Context: an optimization exercise on an open-source flow, tuned for small area. The choices shown serve that exercise and are no tape-out recipe.
At most, simulation tests tie the RTL to the original design; equivalence was not proved.

==> flow/design.v (excerpt) <==
module cordic_pipelined
(
	input  clk,rst,
	input  signed [15:0] z,
	output signed [15:0] x,y
);
For scale: ~1600 cells after synthesis, roughly 410 flip-flops, about 50 I/O pins, roughly 19000 sq um of cells after synthesis.
Settings: LEC_CHECK=0, CAP_MARGIN=20, CORE_MARGIN=2, CORE_UTILIZATION=40, CTS_BUF_LIST=sky130_fd_sc_hd__clkbuf_4 sky130_fd_sc_hd__clkbuf_8, CTS_CLUSTER_DIAMETER=50, CTS_CLUSTER_SIZE=12, SLEW_MARGIN=20; clock period 7.0 ns.
run.sh (not shown) runs the stock make flow with config.mk's settings and CLKGATE_MAP_FILE= SYNTH_SCRIPT=/design/flow/synth_recipe.tcl, a recipe that flattens the netlist after the stock synthesis.
Then changed:
CTS_BUF_LIST = not set   (was sky130_fd_sc_hd__clkbuf_4 sky130_fd_sc_hd__clkbuf_8)
CTS_CLUSTER_DIAMETER = not set   (was 50)
CTS_CLUSTER_SIZE = not set   (was 12)
The changed run passed the timing, DRC and antenna checks; synthesized area does not change; final area climbs by 3.4%; sequential share of layout area drops by 1.3 points; core utilization climbs by 1.5 points; hold slack is better by 0.0062 ns; maximum frequency is about the same; cell count climbs by about 0.9%; first-iteration DRC count climbs by 20%; global-route usage climbs by 0.12 points; routed wire length climbs by 0.66%.
No run of this note included a check of the RTL's function; only the layout flow was run.

---

v37:
cordic_pipelined, a different RTL version from the one above (not shown whole).
Size in the first run: roughly 1800 cells after synthesis, ~50 I/O pins, ~0.017 sq mm of cells after synthesis.
Settings: LEC_CHECK=0, CAP_MARGIN=20, CORE_MARGIN=2, CORE_UTILIZATION=40, CTS_BUF_LIST=sky130_fd_sc_hd__clkbuf_8, CTS_CLUSTER_DIAMETER=60, CTS_CLUSTER_SIZE=20, GPL_TIMING_DRIVEN=0, SLEW_MARGIN=20; clock period 7.0 ns.
standard.sh (not shown) runs the stock make flow with config.mk's settings and CLKGATE_MAP_FILE= SYNTH_SCRIPT=/design/flow/synth_recipe.tcl, a recipe that flattens the netlist after the stock synthesis.
==> flow/flow/run.sh <==
#!/bin/bash
# Layout flow: the standard flow (standard.sh) with the synthesised netlist
# re-optimised before floorplanning. The registers (their names and cells),
# the full adders, half adders and ports are kept; only the gates between them
# change, and the logic function stays the same:
#   1. fixpol.py re-chooses the polarity of each full adder and XOR gate so
#      that the inverters Yosys's extract_fa left around them go away (a full
#      adder is self-dual; an XOR gate absorbs input inversions and can be
#      swapped for an XNOR);
#   2. ABC re-maps the remaining gates for area (deepsyn, then the ORFS area
#      script at the clock period);
#   3. fixpol.py again.
# Port buffers use buf_1. Each tool writes its full output to a log file of its
# own in this folder.
set -euo pipefail
W=$(pwd)
R="$W/orfs/results/${FLOW_PLATFORM}/cordic_pipelined/base"
LIB="$FLOW_HOME/platforms/${FLOW_PLATFORM}/lib/sky130_fd_sc_hd__tt_025C_1v80.lib"
YOSYS="$FLOW_HOME/../tools/install/yosys/bin/yosys"
[[ -x "$YOSYS" ]] || YOSYS=yosys
PORTBUF="BUFFER_PORTS_ARGS=-buffer_cell sky130_fd_sc_hd__buf_1"
DONTUSE=$(sed -n '/^export DONT_USE_CELLS/,/^$/p' "$FLOW_HOME/platforms/${FLOW_PLATFORM}/config.mk" \
  | grep -o 'sky130_fd_sc_hd__[a-z0-9_]*' | sed 's/^/-dont_use /' | tr '\n' ' ')
PERIOD_PS=$(python3 -c "print(int(round(float('$FLOW_PERIOD_NS') * 1000)))")

# 1. standard synthesis (synth_recipe.tcl), netlist only
bash standard.sh "$PORTBUF" "$R/1_2_yosys.v" > "$W/flow_01_synth.log" 2>&1
cp "$R/1_2_yosys.v" "$W/net_0_synth.v"

top_only() {  # keep only the top module of a Yosys-written netlist
  python3 - "$1" "$2" "$FLOW_TOP" <<'PY'
import re, sys
t = open(sys.argv[1]).read()
mods = re.split(r'(?=^module )', t, flags=re.M)
keep = [m for m in mods if re.match(r'module %s\s*\(' % re.escape(sys.argv[3]), m)]
assert len(keep) == 1
open(sys.argv[2], 'w').write(keep[0])
PY
}

fixpol() {  # $1 in.v $2 out.v $3 log tag
  "$YOSYS" -p "read_liberty -lib $LIB; read_verilog $1; hierarchy -top $FLOW_TOP; write_json $W/$3_in.json" > "$W/flow_$3_read.log" 2>&1
  python3 "$W/flow/fixpol.py" "$W/$3_in.json" "$W/$3_out.json" > "$W/flow_$3_fixpol.log" 2>&1
  "$YOSYS" -p "read_json $W/$3_out.json; hierarchy -top $FLOW_TOP; opt_clean; write_verilog -noattr -nohex -nodec $W/$3_all.v" > "$W/flow_$3_write.log" 2>&1
  top_only "$W/$3_all.v" "$2"
}

# 2. polarity fix
fixpol "$W/net_0_synth.v" "$W/net_1_fixpol.v" 02

# 3. area re-mapping of the gates between registers, adders and ports
cat > "$W/resyn.abc" <<ABC
strash
&get -n
&deepsyn -T 60
&put
dch
map -B 0.9
topo
stime -c
buffer -c
upsize -c
dnsize -c
ABC
KEEP="sky130_fd_sc_hd__fa_1 sky130_fd_sc_hd__fa_2 sky130_fd_sc_hd__fa_4 sky130_fd_sc_hd__ha_1 sky130_fd_sc_hd__ha_2 sky130_fd_sc_hd__ha_4 sky130_fd_sc_hd__dfxtp_1 sky130_fd_sc_hd__dfxtp_2 sky130_fd_sc_hd__dfxtp_4 sky130_fd_sc_hd__conb_1"
"$YOSYS" -p "read_liberty -ignore_miss_func $LIB; read_verilog $W/net_1_fixpol.v; hierarchy -top $FLOW_TOP; \
  setattr -mod -set keep_hierarchy 1 $KEEP; flatten; opt_clean; select $FLOW_TOP; \
  abc -D $PERIOD_PS -script $W/resyn.abc -liberty $LIB $DONTUSE; select -clear; opt_clean; \
  hierarchy -top $FLOW_TOP; write_verilog -noattr -nohex -nodec $W/03_all.v" > "$W/flow_03_resyn.log" 2>&1
top_only "$W/03_all.v" "$W/net_2_resyn.v"

# 4. polarity fix again
fixpol "$W/net_2_resyn.v" "$W/net_3_fixpol.v" 04

# keep the re-optimised netlist only if it has the same registers
python3 - "$W/net_0_synth.v" "$W/net_3_fixpol.v" > "$W/flow_05_regcheck.log" 2>&1 <<'PY'
import re, sys
def regs(f):
    t = open(f).read()
    return sorted(re.findall(r'(sky130_fd_sc_hd__df\w+)\s+(\S+)\s*\(', t))
a, b = regs(sys.argv[1]), regs(sys.argv[2])
print(len(a), 'registers in synthesis,', len(b), 'after')
assert [n for _, n in a] == [n for _, n in b], 'register names differ'
PY
cp "$W/net_3_fixpol.v" "$R/1_2_yosys.v"

# 5. the rest of the standard flow, from the re-optimised netlist
bash standard.sh "$PORTBUF" finish > "$W/flow_06_layout.log" 2>&1
Other scripts of this flow, unchanged in this note and not shown: flow/flow/fixpol.py
diff inputs: v37 => v14
diff --git a/flow/flow/run.sh b/flow/flow/run.sh
--- a/flow/flow/run.sh
+++ b/flow/flow/run.sh
@@ -2,5 +2,5 @@
 # Layout flow: the standard flow (standard.sh) with the synthesised netlist
 # re-optimised before floorplanning. The registers (their names and cells),
-# the full adders, half adders and ports are kept; only the gates between them
+# the full adders and ports are kept; only the gates between them
 # change, and the logic function stays the same:
 #   1. fixpol.py re-chooses the polarity of each full adder and XOR gate so
@@ -8,6 +8,5 @@
 #      adder is self-dual; an XOR gate absorbs input inversions and can be
 #      swapped for an XNOR);
-#   2. ABC re-maps the remaining gates for area (deepsyn, then the ORFS area
-#      script at the clock period);
+#   2. ABC re-maps the remaining gates for area (deepsyn, then amap);
 #   3. fixpol.py again.
 # Port buffers use buf_1. Each tool writes its full output to a log file of its
@@ -53,15 +52,11 @@
 strash
 &get -n
-&deepsyn -T 60
+&deepsyn -J 50 -T 600
 &put
 dch
-map -B 0.9
+amap
 topo
-stime -c
-buffer -c
-upsize -c
-dnsize -c
 ABC
-KEEP="sky130_fd_sc_hd__fa_1 sky130_fd_sc_hd__fa_2 sky130_fd_sc_hd__fa_4 sky130_fd_sc_hd__ha_1 sky130_fd_sc_hd__ha_2 sky130_fd_sc_hd__ha_4 sky130_fd_sc_hd__dfxtp_1 sky130_fd_sc_hd__dfxtp_2 sky130_fd_sc_hd__dfxtp_4 sky130_fd_sc_hd__conb_1"
+KEEP="sky130_fd_sc_hd__fa_1 sky130_fd_sc_hd__fa_2 sky130_fd_sc_hd__fa_4 sky130_fd_sc_hd__dfxtp_1 sky130_fd_sc_hd__dfxtp_2 sky130_fd_sc_hd__dfxtp_4 sky130_fd_sc_hd__conb_1"
 "$YOSYS" -p "read_liberty -ignore_miss_func $LIB; read_verilog $W/net_1_fixpol.v; hierarchy -top $FLOW_TOP; \
   setattr -mod -set keep_hierarchy 1 $KEEP; flatten; opt_clean; select $FLOW_TOP; \
==> results.txt <==
v14: flow complete, layout not clean; failing: negative setup slack
A startpoint-to-endpoint class of the critical path of in -> reg is what v37 shows, while reg -> out belongs to v14.
Final critical delay including setup and external delays delta (v14 − v37): unfavourable
Across both runs, global-route wire length before repair was lower for v14 than for v37.
Between v37 and v14, met2 capacity usage during global routing is higher for v37, v14 comes in under that.
Against v37, sequential cell area in v14 rose slightly.
Input changes introduced in v22 (baseline for comparison: v14):
diff --git a/flow/flow/run.sh b/flow/flow/run.sh
--- a/flow/flow/run.sh
+++ b/flow/flow/run.sh
@@ -2,5 +2,5 @@
 # Layout flow: the standard flow (standard.sh) with the synthesised netlist
 # re-optimised before floorplanning. The registers (their names and cells),
-# the full adders and ports are kept; only the gates between them
+# the full adders, half adders and ports are kept; only the gates between them
 # change, and the logic function stays the same:
 #   1. fixpol.py re-chooses the polarity of each full adder and XOR gate so
@@ -8,5 +8,6 @@
 #      adder is self-dual; an XOR gate absorbs input inversions and can be
 #      swapped for an XNOR);
-#   2. ABC re-maps the remaining gates for area (deepsyn, then amap);
+#   2. ABC re-maps the remaining gates for area (deepsyn, then the ORFS area
+#      script at the clock period);
 #   3. fixpol.py again.
 # Port buffers use buf_1. Each tool writes its full output to a log file of its
@@ -52,11 +53,15 @@
 strash
 &get -n
-&deepsyn -J 50 -T 600
+&deepsyn -J 200 -T 600
 &put
 dch
-amap
+map -B 0.9
 topo
+stime -c
+buffer -c
+upsize -c
+dnsize -c
 ABC
-KEEP="sky130_fd_sc_hd__fa_1 sky130_fd_sc_hd__fa_2 sky130_fd_sc_hd__fa_4 sky130_fd_sc_hd__dfxtp_1 sky130_fd_sc_hd__dfxtp_2 sky130_fd_sc_hd__dfxtp_4 sky130_fd_sc_hd__conb_1"
+KEEP="sky130_fd_sc_hd__fa_1 sky130_fd_sc_hd__fa_2 sky130_fd_sc_hd__fa_4 sky130_fd_sc_hd__ha_1 sky130_fd_sc_hd__ha_2 sky130_fd_sc_hd__ha_4 sky130_fd_sc_hd__dfxtp_1 sky130_fd_sc_hd__dfxtp_2 sky130_fd_sc_hd__dfxtp_4 sky130_fd_sc_hd__conb_1"
 "$YOSYS" -p "read_liberty -ignore_miss_func $LIB; read_verilog $W/net_1_fixpol.v; hierarchy -top $FLOW_TOP; \
   setattr -mod -set keep_hierarchy 1 $KEEP; flatten; opt_clean; select $FLOW_TOP; \
[summary]
- v22: no failed stages, no open violations at the end
- d14_r[0] as the worst setup path startpoint was reported by v14, and z[15] by v22.
- Met2 wire length in v22 vs v14: up about 1.6%
- Summary of v22 over v14: routed wire length on met3 has decreased; total of fill cells in the finished design has increased; via count of the first global-routing pass has decreased; final sum of negative setup slack has increased.
- Diff v14 -> v22 | number of tapcells | increase of 67
- Taking v14 as the reference, in v22 fmax increased 4.8%; worst setup slack went up by 0.32 ns; met2 usage in global routing now smaller.
Changes in v55 relative to v22:
diff --git a/flow/flow/run.sh b/flow/flow/run.sh
--- a/flow/flow/run.sh
+++ b/flow/flow/run.sh
@@ -2,5 +2,5 @@
 # Layout flow: the standard flow (standard.sh) with the synthesised netlist
 # re-optimised before floorplanning. The registers (their names and cells),
-# the full adders, half adders and ports are kept; only the gates between them
+# the full adders and ports are kept; only the gates between them
 # change, and the logic function stays the same:
 #   1. fixpol.py re-chooses the polarity of each full adder and XOR gate so
@@ -8,8 +8,7 @@
 #      adder is self-dual; an XOR gate absorbs input inversions and can be
 #      swapped for an XNOR);
-#   2. ABC re-maps the remaining gates for area (deepsyn, then the ORFS area
-#      script at the clock period);
+#   2. ABC re-maps the remaining gates for area (deepsyn, then map -a);
 #   3. fixpol.py again.
-# Port buffers use buf_1. Each tool writes its full output to a log file of its
+# Port buffers use buf_1; CTS inserts no dummy loads. Each tool writes its full output to a log file of its
 # own in this folder.
 set -euo pipefail
@@ -20,4 +19,6 @@
 [[ -x "$YOSYS" ]] || YOSYS=yosys
 PORTBUF="BUFFER_PORTS_ARGS=-buffer_cell sky130_fd_sc_hd__buf_1"
+# clock tree: the standard CTS call with config.mk's clustering, without dummy loads
+CTSARGS="CTS_ARGS=-sink_clustering_enable -repair_clock_nets -dont_use_dummy_load -sink_clustering_size 20 -sink_clustering_max_diameter 60 -buf_list sky130_fd_sc_hd__clkbuf_8"
 DONTUSE=$(sed -n '/^export DONT_USE_CELLS/,/^$/p' "$FLOW_HOME/platforms/${FLOW_PLATFORM}/config.mk" \
   | grep -o 'sky130_fd_sc_hd__[a-z0-9_]*' | sed 's/^/-dont_use /' | tr '\n' ' ')
@@ -53,15 +54,11 @@
 strash
 &get -n
-&deepsyn -J 200 -T 600
+&deepsyn -J 50 -T 600
 &put
 dch
-map -B 0.9
+map -a
 topo
-stime -c
-buffer -c
-upsize -c
-dnsize -c
 ABC
-KEEP="sky130_fd_sc_hd__fa_1 sky130_fd_sc_hd__fa_2 sky130_fd_sc_hd__fa_4 sky130_fd_sc_hd__ha_1 sky130_fd_sc_hd__ha_2 sky130_fd_sc_hd__ha_4 sky130_fd_sc_hd__dfxtp_1 sky130_fd_sc_hd__dfxtp_2 sky130_fd_sc_hd__dfxtp_4 sky130_fd_sc_hd__conb_1"
+KEEP="sky130_fd_sc_hd__fa_1 sky130_fd_sc_hd__fa_2 sky130_fd_sc_hd__fa_4 sky130_fd_sc_hd__dfxtp_1 sky130_fd_sc_hd__dfxtp_2 sky130_fd_sc_hd__dfxtp_4 sky130_fd_sc_hd__conb_1"
 "$YOSYS" -p "read_liberty -ignore_miss_func $LIB; read_verilog $W/net_1_fixpol.v; hierarchy -top $FLOW_TOP; \
   setattr -mod -set keep_hierarchy 1 $KEEP; flatten; opt_clean; select $FLOW_TOP; \
@@ -86,3 +83,3 @@
 
 # 5. the rest of the standard flow, from the re-optimised netlist
-bash standard.sh "$PORTBUF" finish > "$W/flow_06_layout.log" 2>&1
+bash standard.sh "$PORTBUF" "$CTSARGS" finish > "$W/flow_06_layout.log" 2>&1
Results
- The run showing the smaller routing usage on met1 is v55.
- In the tables for v22 and v55, global-route usage reads lower with v55.
- The total buffers and inverters traversed by the critical path of v55 exceeds that of v22 by 6.

---

build 55:
Starting RTL as in the previous note.
Design cordic_pipelined, start of the top module:
module cordic_pipelined
(
	input  clk,rst,
	input  signed [15:0] z,
	output signed [15:0] x,y
);
clock: 7.0 ns
lec_check: 0
cap_margin: 20
core_margin: 2
core_utilization: 40
cts_buf_list: sky130_fd_sc_hd__clkbuf_8
cts_cluster_diameter: 60
cts_cluster_size: 20
gpl_timing_driven: 0
slew_margin: 20
==> flow/flow/run.sh <==
#!/bin/bash
# Layout flow: the standard flow (standard.sh) with the synthesised netlist
# re-optimised before floorplanning. The registers (their names and cells),
# the full adders, half adders and ports are kept; only the gates between them
# change, and the logic function stays the same:
#   1. fixpol.py re-chooses the polarity of each full adder and XOR gate so
#      that the inverters Yosys's extract_fa left around them go away (a full
#      adder is self-dual; an XOR gate absorbs input inversions and can be
#      swapped for an XNOR);
#   2. ABC re-maps the remaining gates for area (deepsyn, then amap);
#   3. fixpol.py again.
# Port buffers use buf_1. Each tool writes its full output to a log file of its
# own in this folder.
set -euo pipefail
W=$(pwd)
R="$W/orfs/results/${FLOW_PLATFORM}/cordic_pipelined/base"
LIB="$FLOW_HOME/platforms/${FLOW_PLATFORM}/lib/sky130_fd_sc_hd__tt_025C_1v80.lib"
YOSYS="$FLOW_HOME/../tools/install/yosys/bin/yosys"
[[ -x "$YOSYS" ]] || YOSYS=yosys
PORTBUF="BUFFER_PORTS_ARGS=-buffer_cell sky130_fd_sc_hd__buf_1"
DONTUSE=$(sed -n '/^export DONT_USE_CELLS/,/^$/p' "$FLOW_HOME/platforms/${FLOW_PLATFORM}/config.mk" \
  | grep -o 'sky130_fd_sc_hd__[a-z0-9_]*' | sed 's/^/-dont_use /' | tr '\n' ' ')
PERIOD_PS=$(python3 -c "print(int(round(float('$FLOW_PERIOD_NS') * 1000)))")

# 1. standard synthesis (synth_recipe.tcl), netlist only
bash standard.sh "$PORTBUF" "$R/1_2_yosys.v" > "$W/flow_01_synth.log" 2>&1
cp "$R/1_2_yosys.v" "$W/net_0_synth.v"

top_only() {  # keep only the top module of a Yosys-written netlist
  python3 - "$1" "$2" "$FLOW_TOP" <<'PY'
import re, sys
t = open(sys.argv[1]).read()
mods = re.split(r'(?=^module )', t, flags=re.M)
keep = [m for m in mods if re.match(r'module %s\s*\(' % re.escape(sys.argv[3]), m)]
assert len(keep) == 1
open(sys.argv[2], 'w').write(keep[0])
PY
}

fixpol() {  # $1 in.v $2 out.v $3 log tag
  "$YOSYS" -p "read_liberty -lib $LIB; read_verilog $1; hierarchy -top $FLOW_TOP; write_json $W/$3_in.json" > "$W/flow_$3_read.log" 2>&1
  python3 "$W/flow/fixpol.py" "$W/$3_in.json" "$W/$3_out.json" > "$W/flow_$3_fixpol.log" 2>&1
  "$YOSYS" -p "read_json $W/$3_out.json; hierarchy -top $FLOW_TOP; opt_clean; write_verilog -noattr -nohex -nodec $W/$3_all.v" > "$W/flow_$3_write.log" 2>&1
  top_only "$W/$3_all.v" "$2"
}

# 2. polarity fix
fixpol "$W/net_0_synth.v" "$W/net_1_fixpol.v" 02

# 3. area re-mapping of the gates between registers, adders and ports
cat > "$W/resyn.abc" <<ABC
strash
&get -n
&deepsyn -J 50 -T 600
&put
dch
amap
topo
ABC
KEEP="sky130_fd_sc_hd__fa_1 sky130_fd_sc_hd__fa_2 sky130_fd_sc_hd__fa_4 sky130_fd_sc_hd__ha_1 sky130_fd_sc_hd__ha_2 sky130_fd_sc_hd__ha_4 sky130_fd_sc_hd__dfxtp_1 sky130_fd_sc_hd__dfxtp_2 sky130_fd_sc_hd__dfxtp_4 sky130_fd_sc_hd__conb_1"
"$YOSYS" -p "read_liberty -ignore_miss_func $LIB; read_verilog $W/net_1_fixpol.v; hierarchy -top $FLOW_TOP; \
  setattr -mod -set keep_hierarchy 1 $KEEP; flatten; opt_clean; select $FLOW_TOP; \
  abc -D $PERIOD_PS -script $W/resyn.abc -liberty $LIB $DONTUSE; select -clear; opt_clean; \
  hierarchy -top $FLOW_TOP; write_verilog -noattr -nohex -nodec $W/03_all.v" > "$W/flow_03_resyn.log" 2>&1
top_only "$W/03_all.v" "$W/net_2_resyn.v"

# 4. polarity fix again
fixpol "$W/net_2_resyn.v" "$W/net_3_fixpol.v" 04

# keep the re-optimised netlist only if it has the same registers
python3 - "$W/net_0_synth.v" "$W/net_3_fixpol.v" > "$W/flow_05_regcheck.log" 2>&1 <<'PY'
import re, sys
def regs(f):
    t = open(f).read()
    return sorted(re.findall(r'(sky130_fd_sc_hd__df\w+)\s+(\S+)\s*\(', t))
a, b = regs(sys.argv[1]), regs(sys.argv[2])
print(len(a), 'registers in synthesis,', len(b), 'after')
assert [n for _, n in a] == [n for _, n in b], 'register names differ'
PY
cp "$W/net_3_fixpol.v" "$R/1_2_yosys.v"

# 5. the rest of the standard flow, from the re-optimised netlist
bash standard.sh "$PORTBUF" finish > "$W/flow_06_layout.log" 2>&1
Other scripts of this flow, unchanged in this note and not shown: flow/flow/fixpol.py
Both conditions hold for build 55: the flow ran to the end and the final layout passed the timing, DRC and antenna checks.
Input-level comparison between build 22 and build 55:
- SLEW_MARGIN: 20 -> 10
- CAP_MARGIN: 20 -> 10
-- flow/flow/run.sh --
<<< build 55, line 8
#      adder is self-dual; an XOR gate absorbs input inversions and can be
#      swapped for an XNOR);
#   2. ABC re-maps the remaining gates for area (deepsyn, then amap);
#   3. fixpol.py again.
# Port buffers use buf_1. Each tool writes its full output to a log file of its
>>> build 22, line 8
#      adder is self-dual; an XOR gate absorbs input inversions and can be
#      swapped for an XNOR);
#   2. ABC re-maps the remaining gates for area (deepsyn, then the ORFS area
#      script at the clock period);
#   3. fixpol.py again.
# Port buffers use buf_1. Each tool writes its full output to a log file of its
<<< build 55, line 52
strash
&get -n
&deepsyn -J 50 -T 600
&put
dch
amap
topo
ABC
KEEP="sky130_fd_sc_hd__fa_1 sky130_fd_sc_hd__fa_2 sky130_fd_sc_hd__fa_4 sky130_fd_sc_hd__ha_1 sky130_fd_sc_hd__ha_2 sky130_fd_sc_hd__ha_4 sky130_fd_sc_hd__dfxtp_1 sky130_fd_sc_hd__dfxtp_2 sky130_fd_sc_hd__dfxtp_4 sky130_fd_sc_hd__conb_1"
>>> build 22, line 53
strash
&get -n
&deepsyn -T 60
&put
dch
map -B 0.9
topo
stime -c
buffer -c
upsize -c
dnsize -c
ABC
KEEP="sky130_fd_sc_hd__fa_1 sky130_fd_sc_hd__fa_2 sky130_fd_sc_hd__fa_4 sky130_fd_sc_hd__ha_1 sky130_fd_sc_hd__ha_2 sky130_fd_sc_hd__ha_4 sky130_fd_sc_hd__dfxtp_1 sky130_fd_sc_hd__dfxtp_2 sky130_fd_sc_hd__dfxtp_4 sky130_fd_sc_hd__conb_1"
--- outcome ---
- As of build 22, tap cell count had risen by a few percent compared to build 55.
- From build 55 to build 22 the numbers moved as follows: final setup skew dropped 17 ps; ratio of routed vias to standard cells moved down; hold slack increased by 24 ps relative to the old numbers.
- Measured against each other, build 22 and build 55 differ in summed area of non-filler cells in the final layout, the higher figure coming from build 22.
- Relative to build 55, worst setup slack has gone up in build 22.
- Comparing build 22 and build 55, the higher routed metal-1 wirelength is on build 55.
- Build 55 ended up with x[7] as its destination of the critical timing path; build 22 ended up with z1_r[14].
Input-level comparison between build 33 and build 22:
- CAP_MARGIN changed from 10 to 20
- SLEW_MARGIN changed from 10 to 20
-- flow/flow/run.sh --
<<< build 22, line 2
# Layout flow: the standard flow (standard.sh) with the synthesised netlist
# re-optimised before floorplanning. The registers (their names and cells),
# the full adders, half adders and ports are kept; only the gates between them
# change, and the logic function stays the same:
#   1. fixpol.py re-chooses the polarity of each full adder and XOR gate so
>>> build 33, line 2
# Layout flow: the standard flow (standard.sh) with the synthesised netlist
# re-optimised before floorplanning. The registers (their names and cells),
# the full adders and ports are kept; only the gates between them
# change, and the logic function stays the same:
#   1. fixpol.py re-chooses the polarity of each full adder and XOR gate so
<<< build 22, line 8
#      adder is self-dual; an XOR gate absorbs input inversions and can be
#      swapped for an XNOR);
#   2. ABC re-maps the remaining gates for area (deepsyn, then the ORFS area
#      script at the clock period);
#   3. fixpol.py again.
# Port buffers use buf_1. Each tool writes its full output to a log file of its
>>> build 33, line 8
#      adder is self-dual; an XOR gate absorbs input inversions and can be
#      swapped for an XNOR);
#   2. ABC re-maps the remaining gates for area (deepsyn, then map -a);
#   3. fixpol.py again.
# Port buffers use buf_1. Each tool writes its full output to a log file of its
<<< build 22, line 53
strash
&get -n
&deepsyn -T 60
&put
dch
map -B 0.9
topo
stime -c
buffer -c
upsize -c
dnsize -c
ABC
KEEP="sky130_fd_sc_hd__fa_1 sky130_fd_sc_hd__fa_2 sky130_fd_sc_hd__fa_4 sky130_fd_sc_hd__ha_1 sky130_fd_sc_hd__ha_2 sky130_fd_sc_hd__ha_4 sky130_fd_sc_hd__dfxtp_1 sky130_fd_sc_hd__dfxtp_2 sky130_fd_sc_hd__dfxtp_4 sky130_fd_sc_hd__conb_1"
"$YOSYS" -p "read_liberty -ignore_miss_func $LIB; read_verilog $W/net_1_fixpol.v; hierarchy -top $FLOW_TOP; \
  setattr -mod -set keep_hierarchy 1 $KEEP; flatten; opt_clean; select $FLOW_TOP; \
>>> build 33, line 52
strash
&get -n
&deepsyn -J 50 -T 600
&put
dch
map -a
topo
ABC
KEEP="sky130_fd_sc_hd__fa_1 sky130_fd_sc_hd__fa_2 sky130_fd_sc_hd__fa_4 sky130_fd_sc_hd__dfxtp_1 sky130_fd_sc_hd__dfxtp_2 sky130_fd_sc_hd__dfxtp_4 sky130_fd_sc_hd__conb_1"
"$YOSYS" -p "read_liberty -ignore_miss_func $LIB; read_verilog $W/net_1_fixpol.v; hierarchy -top $FLOW_TOP; \
  setattr -mod -set keep_hierarchy 1 $KEEP; flatten; opt_clean; select $FLOW_TOP; \
## What came out
The share of the clock period used by the worst path in build 33 was higher than what build 22 gave. The final reports for build 33 and build 22 show net count after synthesis lower in the former. Against build 22, build 33 comes in 0.64 points higher on clock tree cell share of total cell area. Compared with build 22, the detailed router inserted fewer vias in build 33. [build 33] met1 capacity usage during global routing fell 0.38 points relative to build 22. Slew at the pin closest to its max-slew limit came out lower on build 33 than on build 22.
> inputs changed (build 33 -> build 3)
- GPL_TIMING_DRIVEN no longer set, was 0
-- flow/flow/run.sh --
<<< build 33, line 2
# Layout flow: the standard flow (standard.sh) with the synthesised netlist
# re-optimised before floorplanning. The registers (their names and cells),
# the full adders and ports are kept; only the gates between them
# change, and the logic function stays the same:
#   1. fixpol.py re-chooses the polarity of each full adder and XOR gate so
>>> build 3, line 2
# Layout flow: the standard flow (standard.sh) with the synthesised netlist
# re-optimised before floorplanning. The registers (their names and cells),
# the full adders, half adders and ports are kept; only the gates between them
# change, and the logic function stays the same:
#   1. fixpol.py re-chooses the polarity of each full adder and XOR gate so
<<< build 33, line 8
#      adder is self-dual; an XOR gate absorbs input inversions and can be
#      swapped for an XNOR);
#   2. ABC re-maps the remaining gates for area (deepsyn, then map -a);
#   3. fixpol.py again.
# Port buffers use buf_1. Each tool writes its full output to a log file of its
>>> build 3, line 8
#      adder is self-dual; an XOR gate absorbs input inversions and can be
#      swapped for an XNOR);
#   2. ABC re-maps the remaining gates for area (deepsyn, then the ORFS area
#      script at the clock period);
#   3. fixpol.py again.
# Port buffers use buf_1. Each tool writes its full output to a log file of its
<<< build 33, line 52
strash
&get -n
&deepsyn -J 50 -T 600
&put
dch
map -a
topo
ABC
KEEP="sky130_fd_sc_hd__fa_1 sky130_fd_sc_hd__fa_2 sky130_fd_sc_hd__fa_4 sky130_fd_sc_hd__dfxtp_1 sky130_fd_sc_hd__dfxtp_2 sky130_fd_sc_hd__dfxtp_4 sky130_fd_sc_hd__conb_1"
"$YOSYS" -p "read_liberty -ignore_miss_func $LIB; read_verilog $W/net_1_fixpol.v; hierarchy -top $FLOW_TOP; \
  setattr -mod -set keep_hierarchy 1 $KEEP; flatten; opt_clean; select $FLOW_TOP; \
>>> build 3, line 53
strash
&get -n
&deepsyn -T 60
&put
dch
map -B 0.9
topo
stime -c
buffer -c
upsize -c
dnsize -c
ABC
KEEP="sky130_fd_sc_hd__fa_1 sky130_fd_sc_hd__fa_2 sky130_fd_sc_hd__fa_4 sky130_fd_sc_hd__ha_1 sky130_fd_sc_hd__ha_2 sky130_fd_sc_hd__ha_4 sky130_fd_sc_hd__dfxtp_1 sky130_fd_sc_hd__dfxtp_2 sky130_fd_sc_hd__dfxtp_4 sky130_fd_sc_hd__conb_1"
"$YOSYS" -p "read_liberty -ignore_miss_func $LIB; read_verilog $W/net_1_fixpol.v; hierarchy -top $FLOW_TOP; \
  setattr -mod -set keep_hierarchy 1 $KEEP; flatten; opt_clean; select $FLOW_TOP; \
Findings:
Summary of build 3 over build 33: worst hold slack -33 ps; initial antenna violation count stayed essentially flat.
| slew of the pin with the lowest slew margin | build 3 vs build 33 | 210 ps lower |
Build 3 ended with more instance area at placement than build 33.
The lower horizontal die dimension of build 3 and build 33 is in build 33.
Input-level comparison between build 82 and build 3:
- GPL_TIMING_DRIVEN: unset -> 0
-- flow/flow/run.sh --
<<< build 3, line 8
#      adder is self-dual; an XOR gate absorbs input inversions and can be
#      swapped for an XNOR);
#   2. ABC re-maps the remaining gates for area (deepsyn, then the ORFS area
#      script at the clock period);
#   3. fixpol.py again.
# Port buffers use buf_1. Each tool writes its full output to a log file of its
>>> build 82, line 8
#      adder is self-dual; an XOR gate absorbs input inversions and can be
#      swapped for an XNOR);
#   2. ABC re-maps the remaining gates for area (deepsyn, then map -a);
#   3. fixpol.py again.
# Port buffers use buf_1. Each tool writes its full output to a log file of its
<<< build 3, line 53
strash
&get -n
&deepsyn -T 60
&put
dch
map -B 0.9
topo
stime -c
buffer -c
upsize -c
dnsize -c
ABC
KEEP="sky130_fd_sc_hd__fa_1 sky130_fd_sc_hd__fa_2 sky130_fd_sc_hd__fa_4 sky130_fd_sc_hd__ha_1 sky130_fd_sc_hd__ha_2 sky130_fd_sc_hd__ha_4 sky130_fd_sc_hd__dfxtp_1 sky130_fd_sc_hd__dfxtp_2 sky130_fd_sc_hd__dfxtp_4 sky130_fd_sc_hd__conb_1"
>>> build 82, line 52
strash
&get -n
&deepsyn -J 50 -T 600
&put
dch
map -a
topo
ABC
KEEP="sky130_fd_sc_hd__fa_1 sky130_fd_sc_hd__fa_2 sky130_fd_sc_hd__fa_4 sky130_fd_sc_hd__ha_1 sky130_fd_sc_hd__ha_2 sky130_fd_sc_hd__ha_4 sky130_fd_sc_hd__dfxtp_1 sky130_fd_sc_hd__dfxtp_2 sky130_fd_sc_hd__dfxtp_4 sky130_fd_sc_hd__conb_1"
Notes after the runs:
- Taking build 3 as the reference, in build 82 final critical path time including I/O delays and setup went up, worst endpoint data arrival time picked up an extra 2100 ps.
- Side by side, number of stages on the worst setup path turned out lower in build 82 than in build 3.
- Against build 3 as the reference, build 82 delivers a lower highest attainable clock frequency.
- Per the comparison of build 82 with build 3, mean post-synth cell area +about 2.4%, worst-case setup margin in the final layout decreased 180 ps, combined area of the multi-input logic cells dropped about 4%, global-route usage down 1.8 points.
- Hold slack: build 82 > build 3
- Area enclosed by the die boundary (build 82 vs. build 3) decreases by a few percent

-- re-timing with driven ports --
The flow's constraints put no driver on any port. The routed layouts listed below were extracted and timed again, unchanged, in two steps.
Step 1 sets driving cells, clkbuf_16 on the clock port and buf_2 on the other inputs (assumed; they add their load-dependent delay and slew).
Step 2 times the ports against the registers' clock, not the clock port: input delays grow and output delays shrink by t, the midpoint of the rising clock arrivals with the driver on.
Three values: no drivers, after step 1, after step 2; two values: the first two.
run	t, ns	setup slack, ns	latest minus earliest clock arrival (ns)	worst slew at a driven data input, ns
the first run of note 1	0.605	0.191 / 0.191 / 0.164	0.028 / 0.027	0.03
the second run of note 1	0.587	0.188 / 0.188 / 0.170	0.015 / 0.015	0.03
v37	0.616	0.279 / 0.301 / -0.311	0.027 / 0.026	0.04
v14	0.613	-0.039 / -0.084 / -0.320	0.045 / 0.045	0.05
v22	0.631	0.283 / 0.293 / -0.322	0.040 / 0.040	0.03
v55	0.574	0.254 / 0.209 / -0.239	0.082 / 0.082	0.05
build 55	0.608	0.201 / 0.158 / -0.314	0.040 / 0.040	0.05
build 22	0.615	0.278 / 0.285 / -0.313	0.025 / 0.025	0.04
build 33	0.597	0.190 / 0.145 / -0.269	0.030 / 0.030	0.05
build 3	0.619	0.395 / 0.350 / -0.093	0.070 / 0.070	0.03
build 82	0.607	0.218 / 0.241 / -0.367	0.039 / 0.039	0.05
With both steps, setup timing fails in 8 of these runs, where it was met with ideal ports. For v22, which loses most, drivers alone change the setup slack by +0.010 ns; drivers and shift together by -0.605 ns.
